Optimization exercise on an open flow, not production practice.
RTL: at most simulated, not proved equivalent.
Function not checked: runs 1 to 4.
Power: default activity.

[design/flow/flow/run.sh]
#!/bin/bash
# Own flow: the standard ORFS flow, with synthesis using an area-oriented ABC script
# (flow/abc.script) and no half-adder extraction, and a leaner clock tree.
set -euo pipefail
W=$PWD
export OWN_ABC_SCRIPT=$W/flow/abc.script
bash standard.sh synth SYNTH_SCRIPT=$W/flow/my_synth.tcl > $W/own_synth.log 2>&1
export CTS_ARGS="-sink_clustering_enable -repair_clock_nets -dont_use_dummy_load"
bash standard.sh > $W/own_flow.log 2>&1
[design/flow/design.v]
module Fifo(input clk, input rst, input write, input read, input [7:0] dataIn,
 output [7:0] dataOut, output reg dataPresent, output halfFull, output full);
reg [7:0] memory[15:0];
reg [3:0] pointer;
wire zero = ~|pointer;
integer i;
always @(posedge clk) if (write) begin memory[0] <= dataIn; for (i=1;i<16;i=i+1) memory[i] <= memory[i-1]; end
always @(posedge clk) begin
  if (rst) begin pointer <= 0; dataPresent <= 0; end
  else begin
    dataPresent <= write | (dataPresent & ~(zero & read));
    case ({read, write})
      2'b01: if (!full && dataPresent) pointer <= pointer + 1'b1;
      2'b10: if (!zero) pointer <= pointer - 1'b1;
      default: ;
    endcase
  end
end
assign halfFull = pointer[3];
assign full = &pointer;
reg [7:0] rd; always @* begin rd=0; for (i=0;i<16;i=i+1) rd = rd | (memory[i] & {8{pointer==i}}); end
assign dataOut=rd;
endmodule
module Tx8b10b (
    input clk,
    input rst,
    input en,
    input [7:0] dataIn,
    input writeStrobe,
    output dataPresent,
    output halfFull,
    output full,
    output tx
);
wire [7:0] d;
reg readStrobe;
Fifo txFifo (
    .clk(clk), .rst(rst), .write(writeStrobe), .read(readStrobe), .dataIn(dataIn),
    .dataOut(d), .dataPresent(dataPresent), .halfFull(halfFull), .full(full)
);
reg [3:0] cnt;       
reg [1:9] s;         
reg rd6;             
reg rd4;             
wire c0 = (cnt == 4'd0);
wire c9 = (cnt == 4'd9);
reg [5:0] base6;    
always @* begin
    case (d[4:0])
        5'd0 : base6 = 6'b100111;  5'd1 : base6 = 6'b011101;
        5'd2 : base6 = 6'b101101;  5'd3 : base6 = 6'b110001;
        5'd4 : base6 = 6'b110101;  5'd5 : base6 = 6'b101001;
        5'd6 : base6 = 6'b011001;  5'd7 : base6 = 6'b111000;
        5'd8 : base6 = 6'b111001;  5'd9 : base6 = 6'b100101;
        5'd10: base6 = 6'b010101;  5'd11: base6 = 6'b110100;
        5'd12: base6 = 6'b001101;  5'd13: base6 = 6'b101100;
        5'd14: base6 = 6'b011100;  5'd15: base6 = 6'b010111;
        5'd16: base6 = 6'b011011;  5'd17: base6 = 6'b100011;
        5'd18: base6 = 6'b010011;  5'd19: base6 = 6'b110010;
        5'd20: base6 = 6'b001011;  5'd21: base6 = 6'b101010;
        5'd22: base6 = 6'b011010;  5'd23: base6 = 6'b111010;
        5'd24: base6 = 6'b110011;  5'd25: base6 = 6'b100110;
        5'd26: base6 = 6'b010110;  5'd27: base6 = 6'b110110;
        5'd28: base6 = 6'b001110;  5'd29: base6 = 6'b101110;
        5'd30: base6 = 6'b011110;  default: base6 = 6'b101011;
    endcase
end
wire [31:0] NN6 = 32'he9818117;    
wire [31:0] CP6 = 32'he9818197;    
wire nn6 = NN6[d[4:0]];
wire flip6 = rd6 & CP6[d[4:0]];
wire [5:0] code6 = base6 ^ {6{flip6}};
wire [5:0] fill6 = rd4 ? 6'b110000 : 6'b001111;
wire dpLatch = ~((s[3] == s[4]) & (s[4] == s[5]) & (s[5] == s[6]));
wire useAlt = (s[5] == s[6]) & (s[6] != rd4);
reg [3:0] base4;    
always @* begin
    case (d[7:5])
        3'd0: base4 = 4'b1011;  3'd1: base4 = 4'b1001;
        3'd2: base4 = 4'b0101;  3'd3: base4 = 4'b1100;
        3'd4: base4 = 4'b1101;  3'd5: base4 = 4'b1010;
        3'd6: base4 = 4'b0110;  default: base4 = useAlt ? 4'b0111 : 4'b1110;
    endcase
end
wire nn4 = (d[7:5] == 3'd0) | (d[7:5] == 3'd4) | (d[7:5] == 3'd7);
wire flip4 = rd4 & (nn4 | (d[7:5] == 3'd3));
wire [3:0] code4 = base4 ^ {4{flip4}};
wire [3:0] fill4 = rd4 ? 4'b0101 : 4'b1010;
reg [3:0] cntDec;
always @* begin
    case (cnt)
        4'd8: cntDec = 4'd7;  4'd7: cntDec = 4'd6;  4'd6: cntDec = 4'd5;
        4'd5: cntDec = 4'd4;  4'd4: cntDec = 4'd3;  4'd3: cntDec = 4'd2;
        4'd2: cntDec = 4'd1;  default: cntDec = 4'd0;
    endcase
end
assign tx = s[1];
always @(posedge clk) begin
    if (rst) begin
        readStrobe <= 1'b0;
        rd6 <= 1'b0;
        rd4 <= 1'b0;
        cnt <= 4'd0;
        s <= 9'd0;
    end
    else begin
        readStrobe <= en & c9 & dpLatch;
        if (en) begin
            if (c0) begin
                cnt <= 4'd9;
                s[1:6] <= dataPresent ? code6 : fill6;
                s[7:9] <= 3'b000;
                if (dataPresent) rd4 <= rd6 ^ nn6;
                else rd6 <= rd4;
            end
            else if (c9) begin
                cnt <= 4'd8;
                s[1:5] <= s[2:6];
                s[6:9] <= dpLatch ? code4 : fill4;
                if (dpLatch) rd6 <= rd4 ^ nn4;
                else rd4 <= ~rd4;
            end
            else begin
                cnt <= cntDec;
                s <= {s[2:9], 1'b0};
            end
        end
    end
end
endmodule
[design/flow/flow/my_synth.tcl]
proc synth {args} { yosys synth -nofsm -noshare {*}$args }
proc abc {args} {
  set i [lsearch -exact $args -script]
  if { $i >= 0 } { lset args [expr {$i + 1}] $::env(OWN_ABC_SCRIPT) }
  puts "own abc: [lindex $args [expr {$i + 1}]]"
  yosys abc {*}$args
}
proc extract_fa {args} { puts "extract_fa skipped" }
source $::env(SCRIPTS_DIR)/synth.tcl
# left out here: clear keep_hierarchy, flatten, clean up, hide names made inside functions, write 1_2_yosys.v
[design/flow/standard.sh]
#!/bin/bash
# synth_recipe.tcl (not shown) runs the flow's synth.tcl, then flattens the netlist and writes it again
# the make line also repeats each setting of config.mk as NAME=value (left out here)
make -C /OpenROAD-flow-scripts/flow DESIGN_CONFIG=/design/flow/config.mk WORK_HOME=/design/flow/orfs CLKGATE_MAP_FILE= SYNTH_SCRIPT=/design/flow/synth_recipe.tcl "${@:-finish}"
[design/flow/config.mk]
export PLATFORM = sky130hd
export DESIGN_NAME = Tx8b10b
export DESIGN_NICKNAME = Tx8b10b
export VERILOG_FILES = /design/flow/design.v
export SDC_FILE = /design/flow/constraint.sdc
export NUM_CORES = 4
export LEC_CHECK = 0
export CAP_MARGIN = 20
export CORE_MARGIN = 2
export CORE_UTILIZATION = 40
export SLEW_MARGIN = 20
[design/flow/flow/abc.script]
&get -n
&st
&dch -f
&nf -R 1000
&put
[design/flow/constraint.sdc]
create_clock -name core_clock -period 5.0 [get_ports {clk}]
set_input_delay 1.0000 -clock core_clock [delete_from_list [all_inputs] [get_ports {clk}]]
set_output_delay 1.0000 -clock core_clock [all_outputs]
set_load 0.01 [all_outputs]
==> flow_summary.toml, run 1 <==
[clock_tree]
htree_levels = 4
clockBufferDepth = 2
clock_latency_ns = 0.42
tritoncts_num_sinks = 149
cts_setup_buffers = 0
cts_tree = "built"
tritoncts.num_buffers = 17
root_buffer = "sky130_fd_sc_hd__clkbuf_16"
clk_slew_on_worst_s_h_paths_ns = 0.05

[power]
final_total_power_mw = 2.74
clock_power_share = 0.365
p_switching_uw = 614
power_frac_comb = 0.095
power.share.switching = 0.224
vdd.ir_drop.worst_mv = 0.260
pwr-share-seq = 0.540
p_leak_nw = 2.28
internal-power_mw = 2.12
power-per-cell-area_nw_per_um2 = 398

[critical_path]
worst_setup_path_end_kind = "flop"
critPathLaunch = "txFifo.pointer[0]"
critPathKind = "flop to flop"
critical_path.max_fanout = 10
critical_path.reg2reg.startpoint = "txFifo.pointer[0]"
cp_cell_sequence = "buf_4 -> nand2b_1 -> nor3_2 -> a222oi_1 -> nand3_1 -> a221o_1 -> a221o_1 -> a221o_1 -> a221oi_1 -> nand4_1 -> or2_0 -> clkinv_1 -> o21ai_0 -> and2_0 -> o21a_1 -> a21oi_1 -> buf_4 -> xnor2_1 -> nand2_1 -> nand2_1 -> nand2_1 -> a211oi_1"
critPathArrivalTime_ns = 4.78
start_kind = "flop"
crit-reg2reg-capture = "s[6]"
timing.reg2reg.worst_path_depth = 22
worst-endpoint-required_ns = 5.31
critical-path-max-stage-delay_ns = 0.36
critical_path.slowest_cell = "sky130_fd_sc_hd__or2_0"
regToRegSetupSlack_ns = 0.53

[timing]
fmax_mhz = 224
timing.max_slew.rel_slack = 0.295
setup_failing_eps_final = 0
postLayoutSetupSlackWorst_ns = 0.531
grt_setup_unrepaired = "false"
timing.final.crit_period_ns = 4.47
finalSetupTns_ns = 0
timing_max_transition_violations_final = 0
timing_worst_slew_pin_value_ns = 1.05
hold_viol_final = 0
clock-skew-final_ns = 0.0151
fin_crit_sh = 0.894

[die]
die_area_um2 = 15900
initial_utilization = 0.410
pin_count = 16
core_area_um2 = 14600
die_width_um = 126
std_cell_rows = 44
floorplan.die.height_um = 126

[yosys]
syn-num-nets = 463
yosys.cell_types.count = 33
post_synth.cell_area_avg_um2 = 13.3
post-synth-top-area-cell = "sky130_fd_sc_hd__edfxtp_1"
netlist_top_cells_area = "sky130_fd_sc_hd__edfxtp_1, sky130_fd_sc_hd__dfxtp_1, sky130_fd_sc_hd__nand2_1"
ys_warn_count = 3
synthesis.area_um2 = 5980
synth_sequential_area_ratio = 0.713
synth_top_area_share = 0.643
post_syn_instances = 451
yosys_register_bits = 149

[layout]
stdcell_area_um2 = 6870
finalNetCount = 506
synthToLayoutAreaGrowth_pct = 14.9
final_layout_size_suffix_gt1_frac = 0.0671
core_occupancy_in_the_finished_layout = 0.471
antenna-diode-count = 0

[route]
totalWireLength_um = 11600
via_count = 3843
remaining_drc_errors = 0
remaining_antenna_violation_count_after_routing = 0
route.detailed.vias_per_inst = 5.68
drt-initial-drc-count = 459
wire_per_inst_um = 17.2
dr.pass1.iters = 6

[grt]
groute.layer.met1.usage = 0.211
total_routing_resource_utilization_after_global_routing = 0.153
grtUsageMet3 = 0.0451
global_route_wire_length_before_repair_um = 19300
grt_start_max_net_pins = 81
gr-usage-met2 = 0.236
antenna_found_initial = 0
grt.busiest_layer = "met2"
vias_in_the_first_global_route = 3704
gr-total-overflow = 0

[hold_path]
min_path_cells = 0
min_from = "txFifo.memory[13][2]"
min_to = "txFifo.memory[14][2]"
min_path_type = "flop to flop"

[place]
dpl.hpwl_um = 7620
place_congestion = 0.768
placement.setup.worst_slack_ns = 0.338
portBuffers = 15
post_dp_cell_area_um2 = 6430

[run_status]
run_status = "timing/DRC/antenna clean"

[run]
timing.max_cap.violations = 0
-- through the flow --
step / hold WS, ns / cells
finish: 0.445 / 676
global route: 0.444 / 676
CTS: 0.441 / 676
detailed placement: 0.434 / 659
global placement: 0.429 / 659
floorplan: 0.425 / 451
-- layout make-up --
| type | count | area [um2] |
|---|---|---|
| fill | 1269 | 7720 |
| tap | 184 | 230 |
| inverter | 9 | 33.8 |
| multi-input combinational | 293 | 1700 |
| sequential | 149 | 4270 |
| timing repair buffer | 24 | 215 |
| clock buffer | 17 | 425 |
-- state kept, by name (all words and copies together), names as in the netlist --
signal / count
readStrobe: 1
s: 9
rd6: 1
rd4: 1
txFifo.pointer: 4
txFifo.memory: 128
txFifo.dataPresent: 1
cnt: 4
-- repair_timing --
| action | in CTS | in global routing |
|---|---|---|
| endpoints found under the setup margin | 0 | 6 |
| resized for setup | 0 | 6 |
| hold buffers | 0 | 0 |
-- cells in the mapped netlist --
cell type,number
sky130_fd_sc_hd__nand3_1,17
sky130_fd_sc_hd__a31oi_1,3
sky130_fd_sc_hd__a21o_1,1
sky130_fd_sc_hd__dfxtp_1,21
sky130_fd_sc_hd__a22oi_1,7
sky130_fd_sc_hd__nor2_1,43
sky130_fd_sc_hd__nor2b_1,5
sky130_fd_sc_hd__a222oi_1,16
sky130_fd_sc_hd__o21bai_1,1
sky130_fd_sc_hd__o21a_1,4
sky130_fd_sc_hd__and2_0,4
sky130_fd_sc_hd__a21oi_1,32
sky130_fd_sc_hd__nor4_1,1
sky130_fd_sc_hd__a221oi_1,11
sky130_fd_sc_hd__mux2i_1,1
sky130_fd_sc_hd__and3_1,3
sky130_fd_sc_hd__nand4b_1,1
sky130_fd_sc_hd__xnor2_1,6
sky130_fd_sc_hd__or2_0,3
sky130_fd_sc_hd__a211oi_1,3
sky130_fd_sc_hd__a221o_1,11
sky130_fd_sc_hd__o2111ai_1,1
sky130_fd_sc_hd__o211ai_1,3
sky130_fd_sc_hd__xor2_1,8
sky130_fd_sc_hd__o31ai_1,1
sky130_fd_sc_hd__clkinv_1,9
sky130_fd_sc_hd__nand2_1,50
sky130_fd_sc_hd__or3_1,2
sky130_fd_sc_hd__o21ai_0,23
sky130_fd_sc_hd__nand4_1,7
sky130_fd_sc_hd__edfxtp_1,128
sky130_fd_sc_hd__nor3_1,19
sky130_fd_sc_hd__nand2b_1,6
-- critical path, delay by kind of cell, from the launching register on --
kind,cells,cell delay (ns)
compound gates,9,2.00
buf+inv,3,0.42
xor+xnor,1,0.12
simple gates,9,1.50
flops,1,0.32
-- cells by family (layout without fill, tap and decap cells) --
| kind of cell | Yosys count | after routing | synth area share |
|---|---|---|---|
| muxes | 1 | 1 | 0.00167 |
| AOI/OAI and AO/OA | 117 | 117 | 0.137 |
| DFF | 149 | 149 | 0.713 |
| and+or+nand+nor | 161 | 161 | 0.122 |
| buffers and inverters | 9 | 50 | 0.00565 |
| xor gates and xnor gates | 14 | 14 | 0.0205 |
-- power groups by stage --
stage | Clock (mW) | Combinational, mW | Sequential [mW]
after global routing | 1.08 | 0.296 | 1.49
final | 1.00 | 0.260 | 1.48
after CTS | 1.02 | 0.259 | 1.48
after detailed placement | 0 | 0.258 | 1.50
after floorplan | 0 | 0.175 | 1.49
after global placement | 0 | 0.251 | 1.50
-- layout by cell type (no fill, tap or decap), drive strengths merged, types with 6 or more instances in the layout --
cell type | netlist | final
a221oi | 11 | 11
nand2b | 6 | 6
nand2 | 50 | 50
xnor2 | 6 | 6
buf | 0 | 10
clkbuf | 0 | 17
nor3 | 19 | 19
edfxtp | 128 | 128
dfxtp | 21 | 21
nor2 | 43 | 43
o21ai | 23 | 23
nand4 | 7 | 7
a22oi | 7 | 7
a221o | 11 | 11
nand3 | 17 | 17
clkinv | 9 | 9
xor2 | 8 | 8
a222oi | 16 | 16
a21oi | 32 | 32
clkdlybuf4s50 | 0 | 14
-- worst max-delay path by stage --
stage	end	depth (start not counted)
after global placement	s[6]	21
after global routing	s[3]	22
after floorplan	s[6]	20
final	s[6]	22
after detailed placement	s[6]	22
after CTS	s[6]	22
-- layer usage --
layer	up-vias	share of wire	wire length [um]
met3	10	0.041	479
met4	0	0.0083	96
met1	1880	0.48	5560
met2	89	0.47	5500
met5	-	0	0
li1	1864	-	-
==> run 2: changes to the inputs <==
--- a/design/flow/flow/run.sh
+++ b/design/flow/flow/run.sh
@@ -6,4 +6,5 @@
 export OWN_ABC_SCRIPT=$W/flow/abc.script
 bash standard.sh synth SYNTH_SCRIPT=$W/flow/my_synth.tcl > $W/own_synth.log 2>&1
-export CTS_ARGS="-sink_clustering_enable -repair_clock_nets -dont_use_dummy_load"
+export CTS_ARGS="-sink_clustering_enable -repair_clock_nets -dont_use_dummy_load -buf_list sky130_fd_sc_hd__clkbuf_8"
+export BUFFER_PORTS_ARGS="-buffer_cell sky130_fd_sc_hd__buf_1"
 bash standard.sh > $W/own_flow.log 2>&1
==> run 2 against run 1 <==
  * Combinational power hardly changed
  * Largest power group unchanged
  * Die area stayed put
  * Routed wire length is 0.31% higher
  * Via count is 1.5% higher
  * First-iteration DRC count is 11% lower
  * Final area is 3.8% lower
  * Setup slack worse by 0.15 ns
  * Flip-flop and latch count stayed put
  * Still clean
==> flow_summary.toml, run 2 <==
[yosys]
share_of_flip_flops_with_an_asynchronous_set_or_reset_after_synthesis = 0
synthesis.area_um2 = 5980
netlist_top_cells_area = "sky130_fd_sc_hd__edfxtp_1, sky130_fd_sc_hd__dfxtp_1, sky130_fd_sc_hd__nand2_1"
synth-main-ff-cell = "sky130_fd_sc_hd__edfxtp_1"
synth_enable_flop_cells = 128
syn-num-nets = 463
post-synth-top-area-cell = "sky130_fd_sc_hd__edfxtp_1"
yosys_register_bits = 149
yosys.cell_types.count = 33
ys_warn_count = 3
top_count_cell_post_synth = "sky130_fd_sc_hd__edfxtp_1"
synth_sequential_area_ratio = 0.713
post_syn_instances = 451
post_synth.cell_area_avg_um2 = 13.3
synth_top_area_share = 0.643
ys_top_cells_by_count = "sky130_fd_sc_hd__edfxtp_1, sky130_fd_sc_hd__nand2_1, sky130_fd_sc_hd__nor2_1"

[timing]
fmax_mhz = 216
clock-skew-final_ns = 0.0310
timing_max_transition_violations_final = 0
timing.max_slew.rel_slack = 0.338
whs_ns = 0.440
timing_worst_slew_pin_value_ns = 0.985
fin_crit_sh = 0.924
setup_failing_eps_final = 0
timing.final.crit_period_ns = 4.62
hold_viol_final = 0
finalSetupTns_ns = 0

[die]
core_area_um2 = 14600
floorplan.die.height_um = 126
initial_utilization = 0.410
std_cell_rows = 44
pin_count = 16
die_width_um = 126
die_area_um2 = 15900

[power]
power-per-cell-area_nw_per_um2 = 364
power.share.switching = 0.239
vdd.ir_drop.worst_mv = 0.213
p_leak_nw = 2.16
p_switching_uw = 576
pwr-share-seq = 0.613
clock_power_share = 0.280
power_frac_comb = 0.107
final_total_power_mw = 2.41
internal-power_mw = 1.83

[hold_path]
min_to = "txFifo.memory[8][3]"
min_path_type = "flop to flop"
min_path_cells = 0
min_from = "txFifo.memory[7][3]"

[critical_path]
start_kind = "flop"
regToRegSetupSlack_ns = 0.38
worst_setup_path_end_kind = "flop"
critical_path.max_fanout = 11
critical_path.reg2reg.startpoint = "txFifo.pointer[3]"
critPathKind = "flop to flop"
crit-reg2reg-capture = "s[6]"
critPathLaunch = "txFifo.pointer[3]"
critPathArrivalTime_ns = 4.95
worst-endpoint-required_ns = 5.33
timing.reg2reg.worst_path_depth = 21

[clock_tree]
htree_levels = 4
root_buffer = "sky130_fd_sc_hd__clkbuf_8"
cts_hold_buffers = 0
tritoncts_num_sinks = 149
clock_latency_ns = 0.44
tritoncts.num_buffers = 17
cts_tree = "built"
clk_slew_on_worst_s_h_paths_ns = 0.09
clockBufferDepth = 2

[grt]
total_routing_resource_utilization_after_global_routing = 0.152
vias_in_the_first_global_route = 3746
gr-total-overflow = 0
global_route_wire_length_before_repair_um = 19200
antenna_found_initial = 0
grt_start_max_net_pins = 80

[layout]
top_regs = "txFifo.memory (128), s (9)"
core_occupancy_in_the_finished_layout = 0.453
largest-register = "txFifo.memory"
finalNetCount = 509
largest_reg_flops = 128
synthToLayoutAreaGrowth_pct = 10.6
final_common_cell = "sky130_fd_sc_hd__edfxtp_1"
final_layout_size_suffix_gt1_frac = 0.0707
layout_common_cells = "sky130_fd_sc_hd__edfxtp_1, sky130_fd_sc_hd__nand2_1, sky130_fd_sc_hd__nor2_1"
antenna-diode-count = 0

[route]
via_count = 3899
remaining_antenna_violation_count_after_routing = 0
remaining_drc_errors = 0
route.detailed.vias_per_inst = 5.74
dr.pass1.iters = 5
wire_per_inst_um = 17.2
totalWireLength_um = 11700
drt-initial-drc-count = 408

[run_status]
run_status = "timing/DRC/antenna clean"

[run]
timing.max_cap.violations = 0

[place]
portBuffers = 15
dpl.hpwl_um = 7710
place_congestion = 0.785
==> run 2: worst max path at each step <==
stage | to | cells past startpoint | slack [ns]
4_1_cts | s[6] | 22 | 0.28
6_report | s[6] | 21 | 0.38
2_1_floorplan | s[6] | 20 | 0.60
3_5_place_dp | s[6] | 23 | 0.30
5_1_grt | s[5] | 21 | -0.03
3_3_place_gp | s[6] | 21 | 0.57
==> run 2: area by class of cell <==
| class | instances | area [um2] |
|---|---|---|
| Multi-Input combinational cell | 293 | 1700 |
| Fill cell | 1286 | 7980 |
| Inverter | 9 | 33.8 |
| Tap cell | 184 | 230 |
| Sequential cell | 149 | 4270 |
| Timing Repair Buffer | 27 | 150 |
| Clock buffer | 17 | 234 |
==> run 2: kinds of logic (layout without fill, tap and decap cells) <==
logic type / Yosys count / count (layout) / synth area share
multiplexers: 1 / 1 / 0.00167
AO/OA/AOI/OAI: 117 / 117 / 0.137
buffers and inverters: 9 / 53 / 0.00565
AND/OR/NAND/NOR: 161 / 161 / 0.122
flip-flops: 149 / 149 / 0.713
XOR/XNOR: 14 / 14 / 0.0205
==> run 2: power by group through the flow <==
stage	Clock, mW	Sequential (mW)	Combinational [mW]
global placement	0	1.50	0.245
floorplan	0	1.49	0.175
detailed placement	0	1.50	0.252
CTS	0.704	1.48	0.253
global route	0.749	1.48	0.292
finish	0.673	1.48	0.258
==> run 2: critical path, stage by stage, from the launching register on <==
cell and delay (ns):
sky130_fd_sc_hd__dfxtp_1 0.59, sky130_fd_sc_hd__nor3_1 0.27, sky130_fd_sc_hd__a222oi_1 0.40, sky130_fd_sc_hd__nand3_1 0.13, sky130_fd_sc_hd__a221o_1 0.27, sky130_fd_sc_hd__a221o_1 0.26
sky130_fd_sc_hd__a221o_1 0.26, sky130_fd_sc_hd__a221oi_1 0.24, sky130_fd_sc_hd__nand4_1 0.26, sky130_fd_sc_hd__or2_4 0.34, sky130_fd_sc_hd__clkinv_1 0.06, sky130_fd_sc_hd__o21ai_0 0.10
sky130_fd_sc_hd__nor3_1 0.23, sky130_fd_sc_hd__a31oi_1 0.10, sky130_fd_sc_hd__o21ai_1 0.23, sky130_fd_sc_hd__a21oi_1 0.06, sky130_fd_sc_hd__buf_4 0.17, sky130_fd_sc_hd__xnor2_1 0.14
sky130_fd_sc_hd__nand2_1 0.07, sky130_fd_sc_hd__nand2_1 0.08, sky130_fd_sc_hd__nand2_1 0.05, sky130_fd_sc_hd__a211oi_1 0.21
==> run 2: per-layer routing <==
metal / track usage / share of wire / up-vias / wire (um)
met3: 0.0413 / 0.041 / 11 / 474
met5: 0 / 0 / - / 0
met1: 0.201 / 0.46 / 1935 / 5350
li1: - / - / 1868 / -
met4: 0.0530 / 0.012 / 0 / 139
met2: 0.243 / 0.49 / 85 / 5710
==> run 2: stage by stage <==
stage | instance area (um2) | setup WS (ns) | cells
2_1_floorplan | 5980 | 0.601 | 451
3_3_place_gp | 6350 | 0.568 | 660
3_5_place_dp | 6350 | 0.295 | 660
4_1_cts | 6590 | 0.281 | 677
5_1_grt | 6610 | -0.0291 | 679
6_report | 6610 | 0.378 | 679
==> run 2: what timing repair did <==
action                                  CTS  global route
endpoints found under the setup margin    0             6
setup buffers                             0             2
resized for setup                         0             6
==> run 3: changes to the inputs <==
--- a/design/flow/design.v
+++ b/design/flow/design.v
@@ -96,35 +96,38 @@
 end
 assign tx = s[1];
+wire [1:6] L6 = dataPresent ? code6 : fill6;
+wire [6:9] L4 = dpLatch ? code4 : fill4;
 always @(posedge clk) begin
     if (rst) begin
-        readStrobe <= 1'b0;
         rd6 <= 1'b0;
         rd4 <= 1'b0;
         cnt <= 4'd0;
-        s <= 9'd0;
+        s[1] <= 1'b0;
     end
-    else begin
-        readStrobe <= en & c9 & dpLatch;
-        if (en) begin
-            if (c0) begin
-                cnt <= 4'd9;
-                s[1:6] <= dataPresent ? code6 : fill6;
-                s[7:9] <= 3'b000;
-                if (dataPresent) rd4 <= rd6 ^ nn6;
-                else rd6 <= rd4;
-            end
-            else if (c9) begin
-                cnt <= 4'd8;
-                s[1:5] <= s[2:6];
-                s[6:9] <= dpLatch ? code4 : fill4;
-                if (dpLatch) rd6 <= rd4 ^ nn4;
-                else rd4 <= ~rd4;
-            end
-            else begin
-                cnt <= cntDec;
-                s <= {s[2:9], 1'b0};
-            end
+    else if (en) begin
+        s[1] <= c0 ? L6[1] : s[2];
+        if (c0) begin
+            cnt <= 4'd9;
+            if (dataPresent) rd4 <= rd6 ^ nn6;
+            else rd6 <= rd4;
+        end
+        else if (c9) begin
+            cnt <= 4'd8;
+            if (dpLatch) rd6 <= rd4 ^ nn4;
+            else rd4 <= ~rd4;
+        end
+        else begin
+            cnt <= cntDec;
         end
     end
 end
+always @(posedge clk) begin
+    readStrobe <= en & c9 & dpLatch;
+    if (en) begin
+        s[2:5] <= c0 ? L6[2:5] : s[3:6];
+        s[6]   <= c0 ? L6[6] : c9 ? L4[6] : s[7];
+        s[7:8] <= c9 ? L4[7:8] : s[8:9];
+        s[9]   <= L4[9];
+    end
+end
 endmodule
==> design/flow/flow/run.sh (replaced) <==
#!/bin/bash
# Own flow: the standard ORFS flow, with synthesis using an area-oriented ABC script
# (flow/abc.script) and no half-adder extraction, and a leaner clock tree.
set -euo pipefail
W=$PWD
export OWN_ABC_SCRIPT=$W/flow/abc.script
bash standard.sh synth SYNTH_SCRIPT=$W/flow/my_synth.tcl > $W/own_synth.log 2>&1
export CTS_ARGS="-sink_clustering_enable -repair_clock_nets -dont_use_dummy_load -buf_list {sky130_fd_sc_hd__clkbuf_4 sky130_fd_sc_hd__clkbuf_8}"
export BUFFER_PORTS_ARGS="-buffer_cell sky130_fd_sc_hd__buf_1"
bash standard.sh > $W/own_flow.log 2>&1
==> run 3 against run 2 <==
  * Clock skew is 0.0028 ns higher
  * Die area is 0.18% lower
  * Sequential power hardly changed
  * Routed wire length is 0.93% higher
  * Area after synthesis is 0.19% lower
  * Via count is 2.7% lower
  * Clock-buffer cell count stayed put
  * Register-to-register slack hardly changed
  * Core utilization is 0.094 points higher
  * Flip-flop and latch count stayed put
  * Largest cell class unchanged
  * Largest power group unchanged
==> flow_summary.toml, run 3 <==
[run_status]
run_status = "timing/DRC/antenna clean"

[yosys]
synth_enable_flop_cells = 136
yosys.cell_types.count = 36
ys_warn_count = 3
synth_sequential_area_ratio = 0.728
top_count_cell_post_synth = "sky130_fd_sc_hd__edfxtp_1"
synth_top_area_share = 0.684
synth-main-ff-cell = "sky130_fd_sc_hd__edfxtp_1"
post_synth.cell_area_avg_um2 = 13.9
synthesis.area_um2 = 5970
syn-num-nets = 441
post-synth-top-area-cell = "sky130_fd_sc_hd__edfxtp_1"
yosys_register_bits = 149
ys_top_cells_by_count = "sky130_fd_sc_hd__edfxtp_1, sky130_fd_sc_hd__nand2_1, sky130_fd_sc_hd__nor2_1"
share_of_flip_flops_with_an_asynchronous_set_or_reset_after_synthesis = 0
netlist_top_cells_area = "sky130_fd_sc_hd__edfxtp_1, sky130_fd_sc_hd__dfxtp_1, sky130_fd_sc_hd__nand2_1"
post_syn_instances = 429

[critical_path]
critical_path.max_fanout = 12
start_kind = "flop"
worst-endpoint-required_ns = 5.18
critPathArrivalTime_ns = 4.81
critPathMostFrequentCell = "sky130_fd_sc_hd__a221o_1"
timing.critical_path.buf_inv = 0
worst_setup_path_end_kind = "flop"
critical_path.reg2reg.startpoint = "txFifo.pointer[0]"
critical-path-max-stage-delay_ns = 0.45
critPathKind = "flop to flop"
cp_cell_sequence = "nand2b_1 -> nor3_1 -> a222oi_1 -> nand3_1 -> a221o_1 -> a221o_1 -> a221o_1 -> a221oi_1 -> nand4_1 -> or2_0 -> nor2_1 -> nor2_1 -> o21ai_0 -> and3_2 -> xor2_1 -> nand2_1 -> a32oi_1 -> o21ai_0"
critPathLaunch = "txFifo.pointer[0]"
critical_path.top_delay_family = "simple AND/OR/NAND/NOR gates"
critical_path.slowest_cell = "sky130_fd_sc_hd__dfxtp_2"

[die]
core_area_um2 = 14500
floorplan.die.height_um = 126
pin_count = 16
die_width_um = 126
initial_utilization = 0.411
std_cell_rows = 44
die_area_um2 = 15900

[place]
portBuffers = 15
dpl.hpwl_um = 7710
place_congestion = 0.801

[clock_tree]
clock_latency_ns = 0.45
clk_slew_on_worst_s_h_paths_ns = 0.09
clockBufferDepth = 2
htree_levels = 4
root_buffer = "sky130_fd_sc_hd__clkbuf_8"
tritoncts_num_sinks = 149
cts_tree = "built"
tritoncts.num_buffers = 17

[grt]
vias_in_the_first_global_route = 3563
total_routing_resource_utilization_after_global_routing = 0.152
global_route_wire_length_before_repair_um = 18900
grt_start_max_net_pins = 92
gr-total-overflow = 0
antenna_found_initial = 0

[route]
via_count = 3795
totalWireLength_um = 11800
wire_per_inst_um = 17.9
remaining_drc_errors = 0
remaining_antenna_violation_count_after_routing = 0
dr.pass1.iters = 6
drt-initial-drc-count = 449
route.detailed.vias_per_inst = 5.78

[power]
final_total_power_mw = 2.45
pwr-share-seq = 0.615
power-per-cell-area_nw_per_um2 = 371
power.share.switching = 0.241
p_leak_nw = 2.20
power_frac_comb = 0.107
clock_power_share = 0.278
vdd.ir_drop.worst_mv = 0.205
p_switching_uw = 590
internal-power_mw = 1.86

[run]
timing.max_cap.violations = 0

[timing]
hold_viol_final = 0
timing.max_slew.rel_slack = 0.253
finalSetupTns_ns = 0
fin_crit_sh = 0.927
setup_failing_eps_final = 0
timing.final.crit_period_ns = 4.64
grt_setup_unrepaired = "false"
fmax_mhz = 216
timing_max_transition_violations_final = 0
timing_worst_slew_pin_value_ns = 1.11
clock-skew-final_ns = 0.0338

[layout]
final_layout_size_suffix_gt1_frac = 0.0740
largest-register = "txFifo.memory"
largest_reg_flops = 128
layout_common_cells = "sky130_fd_sc_hd__edfxtp_1, sky130_fd_sc_hd__nand2_1, sky130_fd_sc_hd__nor2_1"
finalNetCount = 487
synthToLayoutAreaGrowth_pct = 10.6
antenna-diode-count = 0
final_common_cell = "sky130_fd_sc_hd__edfxtp_1"
top_regs = "txFifo.memory (128), s (9)"

[hold_path]
min_path_type = "flop to flop"
min_from = "txFifo.memory[5][1]"
## run 3: worst paths after layout
kind | to | slack, ns | depth (start not counted)
hold reg to reg | txFifo.memory[6][1] | 0.44 | 0
hold / removal | txFifo.memory[6][1] | 0.44 | 0
setup / recovery | s[6] | 0.36 | 18
setup reg to reg | s[6] | 0.36 | 18
## run 3: power by group through the flow
stage | registers, mW | clock network, mW | logic (mW)
global placement | 1.53 | 0 | 0.252
global route | 1.52 | 0.747 | 0.297
floorplan | 1.51 | 0 | 0.183
CTS | 1.51 | 0.703 | 0.259
finish | 1.51 | 0.681 | 0.262
detailed placement | 1.53 | 0 | 0.258
## run 3: area by class of cell
type	count	area, um2
Fill cell	1321	7930
Clock buffer	17	234
Sequential cell	149	4350
Timing Repair Buffer	27	154
Inverter	8	30.0
Multi-Input combinational cell	272	1610
Tap cell	184	230
## run 3: stage by stage
step / hold WS (ns) / worst slack [ns] / utilization / instance area [um2] / cells
2_1_floorplan: 0.425 / 0.601 / - / 5970 / 429
3_3_place_gp: 0.431 / 0.401 / 0.437 / 6350 / 639
3_5_place_dp: 0.435 / 0.211 / 0.437 / 6350 / 639
4_1_cts: 0.439 / 0.192 / 0.453 / 6580 / 656
5_1_grt: 0.453 / 0.00922 / 0.454 / 6600 / 657
6_report: 0.438 / 0.364 / 0.454 / 6600 / 657
## run 3: cell families after synthesis
kind of cell / Yosys count / share of synthesized area
AO/OA/AOI/OAI: 106 / 0.129
AND/OR/NAND/NOR: 149 / 0.113
multiplexers: 4 / 0.00671
XOR/XNOR: 13 / 0.0191
flip-flops: 149 / 0.728
buffers and inverters: 8 / 0.00503
## run 3: routing by layer
layer	vias up	global-route usage	routed length (um)
met2	112	0.234	5510
met3	11	0.0463	634
met4	0	0.0446	106
met1	1876	0.209	5530
li1	1796	-	-
met5	-	0	0
## run 3: repair_timing
item | CTS | global route
hold buffers | 0 | 0
gates resized for setup | 0 | 4
buffers inserted | 0 | 1
endpoints found under the setup margin | 0 | 6
==> run 4: changes to the inputs <==
==> design/flow/flow/run.sh (replaced) <==
#!/bin/bash
# Own flow: the standard ORFS flow, with synthesis using an area-oriented ABC script
# (flow/abc.script) and no half-adder extraction, and a leaner clock tree.
set -euo pipefail
W=$PWD
export OWN_ABC_SCRIPT=$W/flow/abc.script
bash standard.sh synth SYNTH_SCRIPT=$W/flow/my_synth.tcl > $W/own_synth.log 2>&1
export CTS_ARGS="-sink_clustering_enable -repair_clock_nets -dont_use_dummy_load -buf_list sky130_fd_sc_hd__clkbuf_4 -root_buf sky130_fd_sc_hd__clkbuf_8"
export BUFFER_PORTS_ARGS="-buffer_cell sky130_fd_sc_hd__buf_1"
bash standard.sh > $W/own_flow.log 2>&1
--- a/design/flow/config.mk
+++ b/design/flow/config.mk
@@ -8,4 +8,4 @@
 export CAP_MARGIN = 20
 export CORE_MARGIN = 2
-export CORE_UTILIZATION = 40
+export CORE_UTILIZATION = 60
 export SLEW_MARGIN = 20
==> run 4 against run 3 <==
  * Combinational power increased by 2%
  * Clock-buffer cell count unchanged
  * Still clean on timing, DRC and antenna
  * Critical endpoint unchanged
  * Clock skew up 0.013 ns
  * Sequential power hardly changed
  * Critical path type unchanged
  * Via count grew 0.63%
  * Synthesized cell count unchanged
==> flow_summary.toml, run 4 <==
[yosys]
post_synth_xor_area_fraction = 0.0191
synth_adder_area_share = 0
synthesis.area_um2 = 5970
synth_area_in_compound_gates = 0.129
yosys_register_bits = 149
post-synth-top-area-cell = "sky130_fd_sc_hd__edfxtp_1"
synth-main-ff-cell = "sky130_fd_sc_hd__edfxtp_1"
synth_enable_flop_cells = 136
post_syn_instances = 429
ys_warn_count = 3
syn-num-nets = 441
synth_top_area_share = 0.684
top_count_cell_post_synth = "sky130_fd_sc_hd__edfxtp_1"
synthSimpleGateAreaFrac = 0.113
post_synthesis_mux_area_share = 0.00671
post_synth.cell_area_avg_um2 = 13.9
main_combinational_cell_family_by_area_after_synthesis = "compound AO/OA/AOI/OAI gates"
netlist_top_cells_area = "sky130_fd_sc_hd__edfxtp_1, sky130_fd_sc_hd__dfxtp_1, sky130_fd_sc_hd__nand2_1"
synth_sequential_area_ratio = 0.728
yosys.cell_types.count = 36
share_of_flip_flops_with_an_asynchronous_set_or_reset_after_synthesis = 0
ys_top_cells_by_count = "sky130_fd_sc_hd__edfxtp_1, sky130_fd_sc_hd__nand2_1, sky130_fd_sc_hd__nor2_1"

[timing]
finalSetupTns_ns = 0
timing_max_transition_violations_final = 0
setup_failing_eps_final = 0
fin_crit_sh = 0.895
postLayoutSetupSlackWorst_ns = 0.526
timing.final.crit_period_ns = 4.47
fmax_mhz = 224
clock-skew-final_ns = 0.0465
timing_worst_slew_pin_value_ns = 1.03
grt_setup_unrepaired = "false"
hold_viol_final = 0
timing.max_slew.rel_slack = 0.316

[clock_tree]
htree_levels = 4
cts_tree = "built"
root_buffer = "sky130_fd_sc_hd__clkbuf_8"
clockBufferDepth = 2
clock_latency_ns = 0.42
tritoncts.num_buffers = 17
cts_hold_buffers = 0
tritoncts_num_sinks = 149
clk_slew_on_worst_s_h_paths_ns = 0.12

[grt]
total_routing_resource_utilization_after_global_routing = 0.223
gr-total-overflow = 0
antenna_found_initial = 0
grt_start_max_net_pins = 85
vias_in_the_first_global_route = 3589
global_route_wire_length_before_repair_um = 18300

[layout]
final_common_cell = "sky130_fd_sc_hd__edfxtp_1"
antenna-diode-count = 0
layout_common_cells = "sky130_fd_sc_hd__edfxtp_1, sky130_fd_sc_hd__nand2_1, sky130_fd_sc_hd__nor2_1"
stdcell_area_um2 = 6460
fill_cells = 729
largest_reg_flops = 128
finalNetCount = 489
multiInputGateArea_um2 = 1610
largest-register = "txFifo.memory"
final_layout_size_suffix_gt1_frac = 0.0800
synthToLayoutAreaGrowth_pct = 8.15
top_regs = "txFifo.memory (128), s (9)"
regArea_um2 = 4350

[route]
via_count = 3819
wire_per_inst_um = 18.7
drt-initial-drc-count = 314
totalWireLength_um = 11400
remaining_drc_errors = 0
dr.pass1.iters = 5
remaining_antenna_violation_count_after_routing = 0
route.detailed.vias_per_inst = 6.28

[die]
die_area_um2 = 10800
core_area_um2 = 9730
die_width_um = 104
initial_utilization = 0.614
pin_count = 16
floorplan.die.height_um = 104
std_cell_rows = 36

[critical_path]
critPathLaunch = "txFifo.pointer[0]"
start_kind = "flop"
critical-path-max-stage-delay_ns = 0.43
worst_setup_path_end_kind = "flop"
cp_cell_sequence = "nand2b_1 -> nor3_1 -> a222oi_1 -> nand3_1 -> a221o_1 -> a221o_1 -> a221o_1 -> a221oi_1 -> nand4_1 -> or2_0 -> nor2_1 -> nor2_1 -> o21ai_0 -> and3_2 -> xor2_1 -> nand2_1 -> a32oi_1 -> o21ai_0"
timing.critical_path.to = "s[6]"
timing.reg2reg.worst_path_depth = 18
critPathArrivalTime_ns = 4.59
critical_path.reg2reg.startpoint = "txFifo.pointer[0]"
worst-endpoint-required_ns = 5.12
critical_path.max_fanout = 12
critPathMostFrequentCell = "sky130_fd_sc_hd__a221o_1"
critical_path.slowest_cell = "sky130_fd_sc_hd__dfxtp_4"
critPathKind = "flop to flop"
crit-reg2reg-capture = "s[6]"
regToRegSetupSlack_ns = 0.53

[place]
portBuffers = 15
post_dp_cell_area_um2 = 6290
dpl.hpwl_um = 7650
placement.setup.worst_slack_ns = 0.169
place_congestion = 0.871

[run_status]
run_status = "timing/DRC/antenna clean"

[power]
power-per-cell-area_nw_per_um2 = 352
vdd.ir_drop.worst_mv = 0.246
p_leak_nw = 2.17
final_total_power_mw = 2.28

[hold_path]
min_path_type = "flop to flop"

[run]
timing.max_cap.violations = 0
[run 4: through the flow]
step / utilization / hold slack (ns) / cells
floorplan: - / 0.425 / 429
global placement: 0.646 / 0.428 / 588
detailed placement: 0.646 / 0.433 / 588
CTS: 0.660 / 0.453 / 605
global route: 0.664 / 0.464 / 608
finish: 0.664 / 0.449 / 608
[run 4: layout make-up]
class                           count  share of cell area
Multi-Input combinational cell    272               0.250
Timing Repair Buffer               29              0.0256
Tap cell                          133              0.0258
Inverter                            8             0.00465
Sequential cell                   149               0.674
Clock buffer                       17              0.0207
[run 4: metal layers]
metal / wire length, um / GRT usage / share of wire
met1: 5180 / 0.305 / 0.46
met2: 5420 / 0.347 / 0.48
met3: 652 / 0.0673 / 0.057
met4: 125 / 0.0724 / 0.011
met5: 0 / 0 / 0
[run 4: what timing repair did]
action                                  4_1_cts  5_1_grt
endpoints found under the setup margin        0        6
gates resized for setup                       0        5
buffers inserted                              0        3
[run 4: power by group]
group | switching (mW) | internal, mW | total [mW]
clock network | 0.336 | 0.167 | 0.503
registers | 0.0496 | 1.45 | 1.50
logic | 0.160 | 0.108 | 0.268
[run 4: worst min-delay path by stage]
stage	from	to	slack (ns)	cells past startpoint
after floorplan	txFifo.memory[10][2]	txFifo.memory[11][2]	0.43	0
after global placement	txFifo.memory[9][2]	txFifo.memory[10][2]	0.43	0
after detailed placement	txFifo.memory[3][4]	txFifo.memory[4][4]	0.43	0
after CTS	txFifo.memory[14][5]	txFifo.memory[15][5]	0.45	0
after global routing	txFifo.memory[13][0]	txFifo.memory[14][0]	0.46	0
final	txFifo.memory[14][5]	txFifo.memory[15][5]	0.45	0
[run 4: logic make-up after synthesis]
family	after synthesis
muxes	4
and+or+nand+nor	149
xor gates and xnor gates	13
AOI/OAI and AO/OA	106
buffers and inverters	8
DFF	149
[run 4: critical path: cells and delay by family, from the launching register on]
kind	cells	cell delay, ns
AOI/OAI and AO/OA	8	1.83
and+or+nand+nor	9	1.73
DFF	1	0.43
xor gates and xnor gates	1	0.17
==> run 5: changes to the inputs <==
--- a/design/flow/design.v
+++ b/design/flow/design.v
@@ -39,10 +39,12 @@
     .dataOut(d), .dataPresent(dataPresent), .halfFull(halfFull), .full(full)
 );
-reg [3:0] cnt;       
-reg [1:9] s;         
+reg line;
+reg [8:0] t;
+reg ph;              
+reg idle;            
 reg rd6;             
 reg rd4;             
-wire c0 = (cnt == 4'd0);
-wire c9 = (cnt == 4'd9);
+wire c9 = ph;
+wire c0 = idle | (~ph & ~|t[7:0]);
 reg [5:0] base6;    
 always @* begin
@@ -72,6 +74,6 @@
 wire [5:0] code6 = base6 ^ {6{flip6}};
 wire [5:0] fill6 = rd4 ? 6'b110000 : 6'b001111;
-wire dpLatch = ~((s[3] == s[4]) & (s[4] == s[5]) & (s[5] == s[6]));
-wire useAlt = (s[5] == s[6]) & (s[6] != rd4);
+wire dpLatch = ~((t[7] == t[6]) & (t[6] == t[5]) & (t[5] == t[4]));
+wire useAlt = (t[5] == t[4]) & (t[4] != rd4);
 reg [3:0] base4;    
 always @* begin
@@ -87,36 +89,26 @@
 wire [3:0] code4 = base4 ^ {4{flip4}};
 wire [3:0] fill4 = rd4 ? 4'b0101 : 4'b1010;
-reg [3:0] cntDec;
-always @* begin
-    case (cnt)
-        4'd8: cntDec = 4'd7;  4'd7: cntDec = 4'd6;  4'd6: cntDec = 4'd5;
-        4'd5: cntDec = 4'd4;  4'd4: cntDec = 4'd3;  4'd3: cntDec = 4'd2;
-        4'd2: cntDec = 4'd1;  default: cntDec = 4'd0;
-    endcase
-end
-assign tx = s[1];
-wire [1:6] L6 = dataPresent ? code6 : fill6;
-wire [6:9] L4 = dpLatch ? code4 : fill4;
+assign tx = line;
+wire [5:0] L6 = dataPresent ? code6 : fill6;    
+wire [3:0] L4 = dpLatch ? code4 : fill4;        
 always @(posedge clk) begin
     if (rst) begin
         rd6 <= 1'b0;
         rd4 <= 1'b0;
-        cnt <= 4'd0;
-        s[1] <= 1'b0;
+        ph <= 1'b0;
+        idle <= 1'b1;
+        line <= 1'b0;
     end
     else if (en) begin
-        s[1] <= c0 ? L6[1] : s[2];
+        idle <= 1'b0;
+        ph <= c0;
+        line <= c0 ? L6[5] : t[8];
         if (c0) begin
-            cnt <= 4'd9;
             if (dataPresent) rd4 <= rd6 ^ nn6;
             else rd6 <= rd4;
         end
         else if (c9) begin
-            cnt <= 4'd8;
             if (dpLatch) rd6 <= rd4 ^ nn4;
             else rd4 <= ~rd4;
-        end
-        else begin
-            cnt <= cntDec;
         end
     end
@@ -125,8 +117,8 @@
     readStrobe <= en & c9 & dpLatch;
     if (en) begin
-        s[2:5] <= c0 ? L6[2:5] : s[3:6];
-        s[6]   <= c0 ? L6[6] : c9 ? L4[6] : s[7];
-        s[7:8] <= c9 ? L4[7:8] : s[8:9];
-        s[9]   <= L4[9];
+        t[8:5] <= c0 ? L6[4:1] : t[7:4];
+        t[4]   <= c0 ? L6[0] : c9 ? L4[3] : t[3];
+        t[3:1] <= c9 ? L4[2:0] : t[2:0];
+        t[0]   <= c9;
     end
 end
==> design/flow/flow/abc.script (replaced) <==
&get -n
&st
&dc2
&dc2
&dch -f
&nf -R 1000 -p -C 32 -F 8
&put
==> run 5 against run 4 <==
  * Area after synthesis down 2.4%
  * Sequential share of layout area up 1.8 points
  * Routed wire length increased by 9.9%
  * Critical path depth shrank 4
==> flow_summary.toml, run 5 <==
[clock_tree]
clock_latency_ns = 0.41
post_cts_resized = 0
root_buffer = "sky130_fd_sc_hd__clkbuf_8"
cts_tree = "built"
cts_setup_buffers = 0
tritoncts.num_buffers = 17
clockBufferDepth = 2
cts_hold_buffers = 0
clk_slew_on_worst_s_h_paths_ns = 0.11
tritoncts_num_sinks = 148
htree_levels = 4

[layout]
layout_common_cells = "sky130_fd_sc_hd__edfxtp_1, sky130_fd_sc_hd__nor2_1, sky130_fd_sc_hd__a22oi_1"
largest_reg_flops = 128
antenna-diode-count = 0
largest-register = "txFifo.memory"
final_layout_size_suffix_gt1_frac = 0.0647
final_common_cell = "sky130_fd_sc_hd__edfxtp_1"
finalNetCount = 447
synthToLayoutAreaGrowth_pct = 7.58
top_regs = "txFifo.memory (128), t (9), txFifo.pointer (4)"

[power]
power-per-cell-area_nw_per_um2 = 356
p_leak_nw = 2.07
final_total_power_mw = 2.23
vdd.ir_drop.worst_mv = 0.235

[critical_path]
critPathArrivalTime_ns = 4.37
critical_path.slowest_cell = "sky130_fd_sc_hd__nor2_1"
critPathLaunch = "txFifo.pointer[0]"
critical_path.max_fanout = 11
timing.critical_path.buf_inv = 1
critPathKind = "flop to flop"
cp_cell_sequence = "nand2_1 -> nor2_1 -> a222oi_1 -> nand3_1 -> nor2_1 -> nor3_1 -> clkinv_1 -> a21oi_1 -> or3b_1 -> nand2_1 -> a31oi_1 -> xor2_1 -> a21oi_1 -> a21o_1"
start_kind = "flop"
timing.critical_path.depth = 14
worst_setup_path_end_kind = "flop"
critical-path-max-stage-delay_ns = 0.80
critical_path.reg2reg.startpoint = "txFifo.pointer[0]"
timing.reg2reg.worst_path_depth = 14
worst-endpoint-required_ns = 5.17
critical_path.top_delay_family = "simple AND/OR/NAND/NOR gates"

[yosys]
yosys_register_bits = 148
yosys.cell_types.count = 39
ys_top_cells_by_count = "sky130_fd_sc_hd__edfxtp_1, sky130_fd_sc_hd__nor2_1, sky130_fd_sc_hd__a22oi_1"
share_of_flip_flops_with_an_asynchronous_set_or_reset_after_synthesis = 0
netlist_top_cells_area = "sky130_fd_sc_hd__edfxtp_1, sky130_fd_sc_hd__a22oi_1, sky130_fd_sc_hd__dfxtp_1"
synth-main-ff-cell = "sky130_fd_sc_hd__edfxtp_1"
top_count_cell_post_synth = "sky130_fd_sc_hd__edfxtp_1"
synthesis.area_um2 = 5830
synth_sequential_area_ratio = 0.744
post_syn_instances = 392
synth_top_area_share = 0.706
post_synth.cell_area_avg_um2 = 14.9
post-synth-top-area-cell = "sky130_fd_sc_hd__edfxtp_1"
ys_warn_count = 3
synth_enable_flop_cells = 137
syn-num-nets = 404

[timing]
hold_viol_final = 0
fin_crit_sh = 0.841
clock-skew-final_ns = 0.0354
setup_failing_eps_final = 0
timing.final.crit_period_ns = 4.21
timing_max_transition_violations_final = 0
grt_setup_unrepaired = "false"
timing_worst_slew_pin_value_ns = 0.989
timing.max_slew.rel_slack = 0.339
fmax_mhz = 238
finalSetupTns_ns = 0

[grt]
vias_in_the_first_global_route = 3569
antenna_found_initial = 0
global_route_wire_length_before_repair_um = 19100
total_routing_resource_utilization_after_global_routing = 0.255
gr-total-overflow = 0
grt_start_max_net_pins = 105

[die]
die_width_um = 103
std_cell_rows = 35
core_area_um2 = 9330
die_area_um2 = 10500
floorplan.die.height_um = 103
pin_count = 16
initial_utilization = 0.625

[hold_path]
min_path_type = "flop to flop"
min_from = "txFifo.memory[2][0]"
min_path_cells = 0

[run_status]
run_status = "timing/DRC/antenna clean"

[place]
place_congestion = 0.813
dpl.hpwl_um = 8250
portBuffers = 15

[run]
timing.max_cap.violations = 0

[route]
drt-initial-drc-count = 588
totalWireLength_um = 12500
remaining_antenna_violation_count_after_routing = 0
via_count = 3736
wire_per_inst_um = 22.3
dr.pass1.iters = 9
route.detailed.vias_per_inst = 6.65
remaining_drc_errors = 0
==> run 5: changes by cell type after synthesis, moves of 5 or more <==
| cell | previous run | this run |
|---|---|---|
| sky130_fd_sc_hd__nand2_1 | 50 | 26 |
| sky130_fd_sc_hd__a22oi_1 | 8 | 31 |
| sky130_fd_sc_hd__a21oi_1 | 23 | 12 |
| sky130_fd_sc_hd__a221o_1 | 11 | 0 |
| sky130_fd_sc_hd__nor2_1 | 45 | 36 |
| sky130_fd_sc_hd__a221oi_1 | 8 | 1 |
| sky130_fd_sc_hd__nand3_1 | 10 | 3 |
| sky130_fd_sc_hd__a21o_1 | 0 | 5 |
==> run 5: final timing paths <==
| check | to | slack (ns) |
|---|---|---|
| worst max-delay path | t[8] | 0.79 |
| worst min-delay path | txFifo.memory[3][0] | 0.44 |
| worst max register to register | t[8] | 0.79 |
| worst min register to register | txFifo.memory[3][0] | 0.44 |
==> run 5: metrics by stage <==
| stage | utilization | instance area [um2] | setup WS, ns | hold slack [ns] | std cells |
|---|---|---|---|---|---|
| 6_report | 0.672 | 6270 | 0.793 | 0.438 | 562 |
| 5_1_grt | 0.672 | 6270 | 0.440 | 0.455 | 562 |
| 4_1_cts | 0.672 | 6270 | 0.876 | 0.443 | 562 |
| 3_3_place_gp | 0.658 | 6140 | 1.00 | 0.431 | 545 |
| 3_5_place_dp | 0.658 | 6140 | 0.870 | 0.434 | 545 |
| 2_1_floorplan | - | 5830 | 1.37 | 0.425 | 392 |
==> run 5: power by group <==
group	leakage [nW]	internal, mW	switching [mW]
sequential	1.43	1.44	0.0509
combinational	0.557	0.0897	0.147
clock	0.0808	0.167	0.338
total	2.07	1.70	0.536
==> run 5: metal layers <==
| layer | track usage | wire [um] | vias up |
|---|---|---|---|
| met5 | 0 | 0 | - |
| met4 | 0.116 | 199 | 0 |
| met3 | 0.0610 | 1100 | 24 |
| met2 | 0.390 | 5880 | 198 |
| met1 | 0.355 | 5330 | 1812 |
| li1 | - | - | 1702 |
==> run 5: cell type report <==
type / instances / area (um2)
clock buffer: 17 / 134
multi-input combinational: 237 / 1480
fill: 679 / 3060
tap: 129 / 161
sequential: 148 / 4330
inverter: 7 / 26.3
timing repair buffer: 24 / 140
==> run 5: cell families (layout without fill, tap and decap cells) <==
| logic type | after synthesis | count (layout) | share of synthesized area |
|---|---|---|---|
| flip-flops | 148 | 148 | 0.744 |
| AO/OA/AOI/OAI | 117 | 117 | 0.148 |
| AND/OR/NAND/NOR | 107 | 107 | 0.0841 |
| XOR/XNOR | 12 | 12 | 0.0180 |
| buffers and inverters | 7 | 48 | 0.00451 |
| multiplexers | 1 | 1 | 0.00193 |
==> run 6: changes to the inputs <==
==> design/flow/flow/abc.script (replaced) <==
&get -n
&st
&dch -f
&nf -R 1000
&put
==> run 6 against run 5 <==
  * Critical endpoint is now t[5]
  * Non-clock buffer count is 3 higher
  * Synthesized cell count is 4.3% higher
  * Flip-flop and latch count stayed put
  * Routed wire length is 11% lower
  * Via count is 2.8% lower
  * First-iteration DRC count is 44% lower
  * Still clean on timing, DRC and antenna
  * Clock-buffer cell count stayed put
  * Largest cell class unchanged
  * Critical path depth is 4 higher
  * Fmax is 7.2% lower
==> flow_summary.toml, run 6 <==
[run_status]
run_status = "timing/DRC/antenna clean"

[route]
wire_per_inst_um = 19.1
via_count = 3631
remaining_antenna_violation_count_after_routing = 0
dr.pass1.iters = 6
totalWireLength_um = 11200
remaining_drc_errors = 0
drt-initial-drc-count = 329
route.detailed.vias_per_inst = 6.20

[clock_tree]
tritoncts.num_buffers = 17
clk_slew_on_worst_s_h_paths_ns = 0.12
tritoncts_num_sinks = 148
clockBufferDepth = 2
root_buffer = "sky130_fd_sc_hd__clkbuf_8"
cts_tree = "built"
htree_levels = 4
clock_latency_ns = 0.42
cts_hold_buffers = 0

[yosys]
synth-main-ff-cell = "sky130_fd_sc_hd__edfxtp_1"
synth_adder_area_share = 0
share_of_flip_flops_with_an_asynchronous_set_or_reset_after_synthesis = 0
synth_sequential_area_ratio = 0.735
top_count_cell_post_synth = "sky130_fd_sc_hd__edfxtp_1"
yosys_register_bits = 148
post_synth.cell_area_avg_um2 = 14.4
ys_warn_count = 3
synthSimpleGateAreaFrac = 0.0952
netlist_top_cells_area = "sky130_fd_sc_hd__edfxtp_1, sky130_fd_sc_hd__dfxtp_1, sky130_fd_sc_hd__a221o_1"
ys_top_cells_by_count = "sky130_fd_sc_hd__edfxtp_1, sky130_fd_sc_hd__nand2_1, sky130_fd_sc_hd__nor2_1"
main_combinational_cell_family_by_area_after_synthesis = "compound AO/OA/AOI/OAI gates"
synth_top_area_share = 0.697
yosys.cell_types.count = 34
synthesis.area_um2 = 5900
syn-num-nets = 421
post_syn_instances = 409
synth_enable_flop_cells = 137
synth_area_in_compound_gates = 0.145
post-synth-top-area-cell = "sky130_fd_sc_hd__edfxtp_1"
post_synthesis_mux_area_share = 0.00361
post_synth_xor_area_fraction = 0.0163

[timing]
hold_viol_final = 0
timing.final.crit_period_ns = 4.54
fin_crit_sh = 0.907
timing.max_slew.rel_slack = 0.308
timing_max_transition_violations_final = 0
setup_failing_eps_final = 0
finalSetupTns_ns = 0
timing_worst_slew_pin_value_ns = 1.03
fmax_mhz = 221
clock-skew-final_ns = 0.0351
grt_setup_unrepaired = "false"

[layout]
stdcell_area_um2 = 6360
synthToLayoutAreaGrowth_pct = 7.83
final_layout_size_suffix_gt1_frac = 0.0751
final_common_cell = "sky130_fd_sc_hd__edfxtp_1"
antenna-diode-count = 0
largest_reg_flops = 128
top_regs = "txFifo.memory (128), t (9), txFifo.pointer (4)"
layout_common_cells = "sky130_fd_sc_hd__edfxtp_1, sky130_fd_sc_hd__nand2_1, sky130_fd_sc_hd__nor2_1"
largest-register = "txFifo.memory"
finalNetCount = 467
fill_cells = 733

[die]
die_width_um = 103
die_area_um2 = 10600
initial_utilization = 0.612
std_cell_rows = 36
pin_count = 16
core_area_um2 = 9640
floorplan.die.height_um = 103

[critical_path]
critPathKind = "flop to flop"
critical_path.max_fanout = 12
critPathArrivalTime_ns = 4.70
critical_path.reg2reg.startpoint = "txFifo.pointer[1]"
worst_setup_path_end_kind = "flop"
start_kind = "flop"
critPathLaunch = "txFifo.pointer[1]"
worst-endpoint-required_ns = 5.17

[place]
place_congestion = 0.869
dpl.hpwl_um = 7650
portBuffers = 15
post_dp_cell_area_um2 = 6220

[power]
power-per-cell-area_nw_per_um2 = 354
vdd.ir_drop.worst_mv = 0.235
final_total_power_mw = 2.25
p_leak_nw = 2.09

[grt]
antenna_found_initial = 0
grt_start_max_net_pins = 75
gr-total-overflow = 0
total_routing_resource_utilization_after_global_routing = 0.227
global_route_wire_length_before_repair_um = 17600
vias_in_the_first_global_route = 3415

[hold_path]
min_path_type = "flop to flop"
min_from = "txFifo.memory[6][1]"

[run]
timing.max_cap.violations = 0
[run 6: cell count changes after synthesis, sizes merged, moves of 4 or more]
cell	change
a221o	+18
a22oi	-18
a21oi	+14
nand2	+12
a222oi	-7
nand3	+7
nand4	-6
a221oi	+5
o22ai	-4
[run 6: cell type report]
| type | instances | area (um2) | share of cell area |
|---|---|---|---|
| sequential | 148 | 4340 | 0.682 |
| timing repair buffer | 27 | 150 | 0.0236 |
| inverter | 8 | 30.0 | 0.00472 |
| tap | 133 | 166 | 0.0262 |
| multi-input combinational | 253 | 1540 | 0.243 |
| clock buffer | 17 | 134 | 0.0211 |
[run 6: kinds of logic (layout without fill, tap and decap cells)]
kind of cell,after synthesis,in the layout
DFF,148,148
muxes,2,2
AOI/OAI and AO/OA,116,116
and+or+nand+nor,124,124
buffers and inverters,8,52
xor gates and xnor gates,11,11
[run 6: what timing repair did]
action | 4_1_cts | 5_1_grt
buffers inserted | 0 | 0
resized for setup | 0 | 3
endpoints found under the setup margin | 0 | 5
[run 6: critical path, cell delays in order, from the launching register on]
cell                       delay (ns)
sky130_fd_sc_hd__dfxtp_2         0.46
sky130_fd_sc_hd__nand2b_1        0.21
sky130_fd_sc_hd__nor3_1          0.08
sky130_fd_sc_hd__a222oi_1        0.29
sky130_fd_sc_hd__nand3_1         0.11
sky130_fd_sc_hd__a221o_1         0.28
sky130_fd_sc_hd__a221o_1         0.27
sky130_fd_sc_hd__a221o_1         0.27
sky130_fd_sc_hd__a221oi_1        0.21
sky130_fd_sc_hd__nand4_1         0.31
sky130_fd_sc_hd__nor2_2          0.26
sky130_fd_sc_hd__nor2_1          0.07
sky130_fd_sc_hd__nor2_1          0.16
sky130_fd_sc_hd__nor2_1          0.07
sky130_fd_sc_hd__or4_1           0.49
sky130_fd_sc_hd__nand3_1         0.28
sky130_fd_sc_hd__xor2_1          0.18
sky130_fd_sc_hd__nand2_1         0.07
sky130_fd_sc_hd__a22o_1          0.20
[run 6: worst paths after layout]
kind,to,slack [ns],cells after the start
worst min-delay path,txFifo.memory[7][1],0.42,0
worst min register to register,txFifo.memory[7][1],0.42,0
worst max-delay path,t[5],0.46,18
worst max register to register,t[5],0.46,18
[run 6: layer usage]
metal / up-vias / track usage / share of wire
met5: - / 0 / 0
met4: 0 / 0.0658 / 0.011
met3: 11 / 0.0597 / 0.057
met2: 132 / 0.355 / 0.48
met1: 1746 / 0.318 / 0.45
li1: 1742 / - / -
[run 6: stage by stage]
step,hold slack (ns),setup slack (ns),util,std cells
after floorplan,0.425,0.777,-,409
after global placement,0.428,0.472,0.645,569
after detailed placement,0.436,0.346,0.645,569
after CTS,0.411,0.308,0.659,586
after global routing,0.420,0.0963,0.660,586
final,0.415,0.465,0.660,586
[run 6: where the power goes]
group / leakage [nW] / switching [mW] / internal (mW)
registers: 1.43 / 0.0480 / 1.44
logic: 0.574 / 0.157 / 0.107
clock network: 0.0808 / 0.331 / 0.167
total: 2.09 / 0.536 / 1.72
==> run 7: changes to the inputs <==
==> design/flow/flow/abc.script (replaced) <==
&get -n
&st
&dc2
&dc2
&dch -f
&nf -R 1000 -p -C 32 -F 8
&put
--- a/design/flow/config.mk
+++ b/design/flow/config.mk
@@ -8,4 +8,4 @@
 export CAP_MARGIN = 20
 export CORE_MARGIN = 2
-export CORE_UTILIZATION = 60
+export CORE_UTILIZATION = 75
 export SLEW_MARGIN = 20
==> run 7 against run 6 <==
  * Clock power barely moved
  * Still clean on timing, DRC and antenna
  * Area after synthesis fell by 1.2%
  * Final area fell by 2.2%
  * Largest cell class unchanged
  * Routed wire length rose by 12%
==> flow_summary.toml, run 7 <==
[layout]
synthToLayoutAreaGrowth_pct = 6.65
fill_cells = 405
largest_reg_flops = 128
antenna-diode-count = 0
layout_common_cells = "sky130_fd_sc_hd__edfxtp_1, sky130_fd_sc_hd__nor2_1, sky130_fd_sc_hd__a22oi_1"
finalNetCount = 446
largest-register = "txFifo.memory"
top_regs = "txFifo.memory (128), t (9), txFifo.pointer (4)"
final_cells = 534
final_common_cell = "sky130_fd_sc_hd__edfxtp_1"
final_layout_size_suffix_gt1_frac = 0.0625

[die]
initial_utilization = 0.762
die_width_um = 92.2
core_area_um2 = 7650
pin_count = 16
std_cell_rows = 32
floorplan.die.height_um = 92.2
die_area_um2 = 8490

[place]
portBuffers = 15
dpl.hpwl_um = 8190
place_inst = 517
place_congestion = 0.828

[critical_path]
crit-reg2reg-capture = "t[7]"
critical_path.reg2reg.startpoint = "txFifo.pointer[0]"
critPathArrivalTime_ns = 4.36
critPathKind = "flop to flop"
critical_path.max_fanout = 11
regToRegSetupSlack_ns = 0.78
worst-endpoint-required_ns = 5.14
start_kind = "flop"
worst_setup_path_end_kind = "flop"
timing.reg2reg.worst_path_depth = 14

[yosys]
synth_area_in_compound_gates = 0.148
syn-num-nets = 404
main_combinational_cell_family_by_area_after_synthesis = "compound AO/OA/AOI/OAI gates"
top_count_cell_post_synth = "sky130_fd_sc_hd__edfxtp_1"
share_of_flip_flops_with_an_asynchronous_set_or_reset_after_synthesis = 0
post-synth-top-area-cell = "sky130_fd_sc_hd__edfxtp_1"
post_synth.cell_area_avg_um2 = 14.9
synth_enable_flop_cells = 137
post_synthesis_mux_area_share = 0.00193
ys_warn_count = 3
yosys.cell_types.count = 39
post_syn_instances = 392
synthSimpleGateAreaFrac = 0.0841
synthesis.area_um2 = 5830
synth-main-ff-cell = "sky130_fd_sc_hd__edfxtp_1"
post_synth_xor_area_fraction = 0.0180
netlist_top_cells_area = "sky130_fd_sc_hd__edfxtp_1, sky130_fd_sc_hd__a22oi_1, sky130_fd_sc_hd__dfxtp_1"
synth_sequential_area_ratio = 0.744
yosys_register_bits = 148
ys_top_cells_by_count = "sky130_fd_sc_hd__edfxtp_1, sky130_fd_sc_hd__nor2_1, sky130_fd_sc_hd__a22oi_1"
synth_top_area_share = 0.706
synth_adder_area_share = 0

[clock_tree]
clk_slew_on_worst_s_h_paths_ns = 0.11
tritoncts_num_sinks = 148
clockBufferDepth = 2
tritoncts.num_buffers = 17
htree_levels = 4
cts_setup_buffers = 0
post_cts_resized = 0
root_buffer = "sky130_fd_sc_hd__clkbuf_8"
clock_latency_ns = 0.43
cts_tree = "built"
cts_hold_buffers = 0

[power]
vdd.ir_drop.worst_mv = 0.326
power-per-cell-area_nw_per_um2 = 360
p_leak_nw = 2.06

[grt]
gr-total-overflow = 0
vias_in_the_first_global_route = 3631
total_routing_resource_utilization_after_global_routing = 0.314
grt_start_max_net_pins = 70
global_route_wire_length_before_repair_um = 19400
antenna_found_initial = 0

[run_status]
run_status = "timing/DRC/antenna clean"

[timing]
setup_failing_eps_final = 0
clock-skew-final_ns = 0.0446
timing_worst_slew_pin_value_ns = 0.983
fmax_mhz = 237
timing_max_transition_violations_final = 0
hold_viol_final = 0
timing.final.crit_period_ns = 4.22
grt_setup_unrepaired = "false"
finalSetupTns_ns = 0
fin_crit_sh = 0.844
timing.max_slew.rel_slack = 0.342

[route]
route.detailed.vias_per_inst = 7.26
totalWireLength_um = 12500
via_count = 3879
remaining_antenna_violation_count_after_routing = 0
dr.pass1.iters = 5
drt-initial-drc-count = 568
remaining_drc_errors = 0
wire_per_inst_um = 23.4

[hold_path]
min_from = "txFifo.memory[9][5]"
min_path_type = "flop to flop"
min_path_cells = 0
min_to = "txFifo.memory[10][5]"

[run]
timing.max_cap.violations = 0
run 7: power by group:
| part | internal, mW | switching, mW |
|---|---|---|
| registers | 1.44 | 0.0521 |
| clock network | 0.167 | 0.335 |
| logic | 0.0886 | 0.153 |
| total | 1.70 | 0.540 |
run 7: per-stage QoR:
stage | power, mW | util | hold slack, ns | worst slack (ns) | cell area (um2)
after floorplan | 1.66 | - | 0.425 | 1.37 | 5830
after global placement | 1.74 | 0.795 | 0.430 | 1.05 | 6080
after detailed placement | 1.76 | 0.795 | 0.436 | 0.865 | 6080
after CTS | 2.23 | 0.813 | 0.451 | 0.854 | 6220
after global routing | 2.32 | 0.813 | 0.461 | 0.370 | 6220
final | 2.24 | 0.813 | 0.446 | 0.782 | 6220
run 7: cell type report:
| type | count | area (um2) | area share |
|---|---|---|---|
| Clock buffer | 17 | 134 | 0.0215 |
| Tap cell | 102 | 128 | 0.0205 |
| Inverter | 7 | 26.3 | 0.00423 |
| Timing Repair Buffer | 23 | 120 | 0.0193 |
| Sequential cell | 148 | 4330 | 0.697 |
| Multi-Input combinational cell | 237 | 1480 | 0.237 |
run 7: cell families (layout without fill, tap and decap cells):
kind of cell    count (synthesis)  in the layout
compound gates                117            117
xor+xnor                       12             12
buf+inv                         7             47
flops                         148            148
mux                             1              1
simple gates                  107            107
run 7: worst max-delay path, stage by stage (launching register included):
cell and delay [ns]:
sky130_fd_sc_hd__dfxtp_1 0.56, sky130_fd_sc_hd__nand2_1 0.20, sky130_fd_sc_hd__nor2_1 0.72, sky130_fd_sc_hd__a222oi_1 0.27, sky130_fd_sc_hd__nand4_1 0.25, sky130_fd_sc_hd__nor2_1 0.13
sky130_fd_sc_hd__nor3_1 0.28, sky130_fd_sc_hd__clkinv_1 0.18, sky130_fd_sc_hd__a21oi_1 0.16, sky130_fd_sc_hd__or3b_1 0.13, sky130_fd_sc_hd__nand2_1 0.05, sky130_fd_sc_hd__a31oi_1 0.54
sky130_fd_sc_hd__xor2_1 0.20, sky130_fd_sc_hd__nand2_1 0.08, sky130_fd_sc_hd__a22o_1 0.21
run 7: worst max-delay path by stage:
| stage | to | slack [ns] | cells past startpoint | from |
|---|---|---|---|---|
| floorplan | t[5] | 1.37 | 13 | txFifo.pointer[0] |
| global placement | t[7] | 1.05 | 14 | txFifo.pointer[0] |
| detailed placement | t[8] | 0.87 | 14 | txFifo.pointer[3] |
| CTS | t[8] | 0.85 | 14 | txFifo.pointer[0] |
| global route | t[7] | 0.37 | 14 | txFifo.pointer[0] |
| finish | t[7] | 0.78 | 14 | txFifo.pointer[0] |
run 7: metal layers:
metal | part of all wire | vias up | global-route usage
met5 | 0 | - | 0
met4 | 0.025 | 0 | 0.111
met2 | 0.46 | 299 | 0.474
met3 | 0.12 | 29 | 0.0970
met1 | 0.39 | 1851 | 0.444
li1 | - | 1700 | -
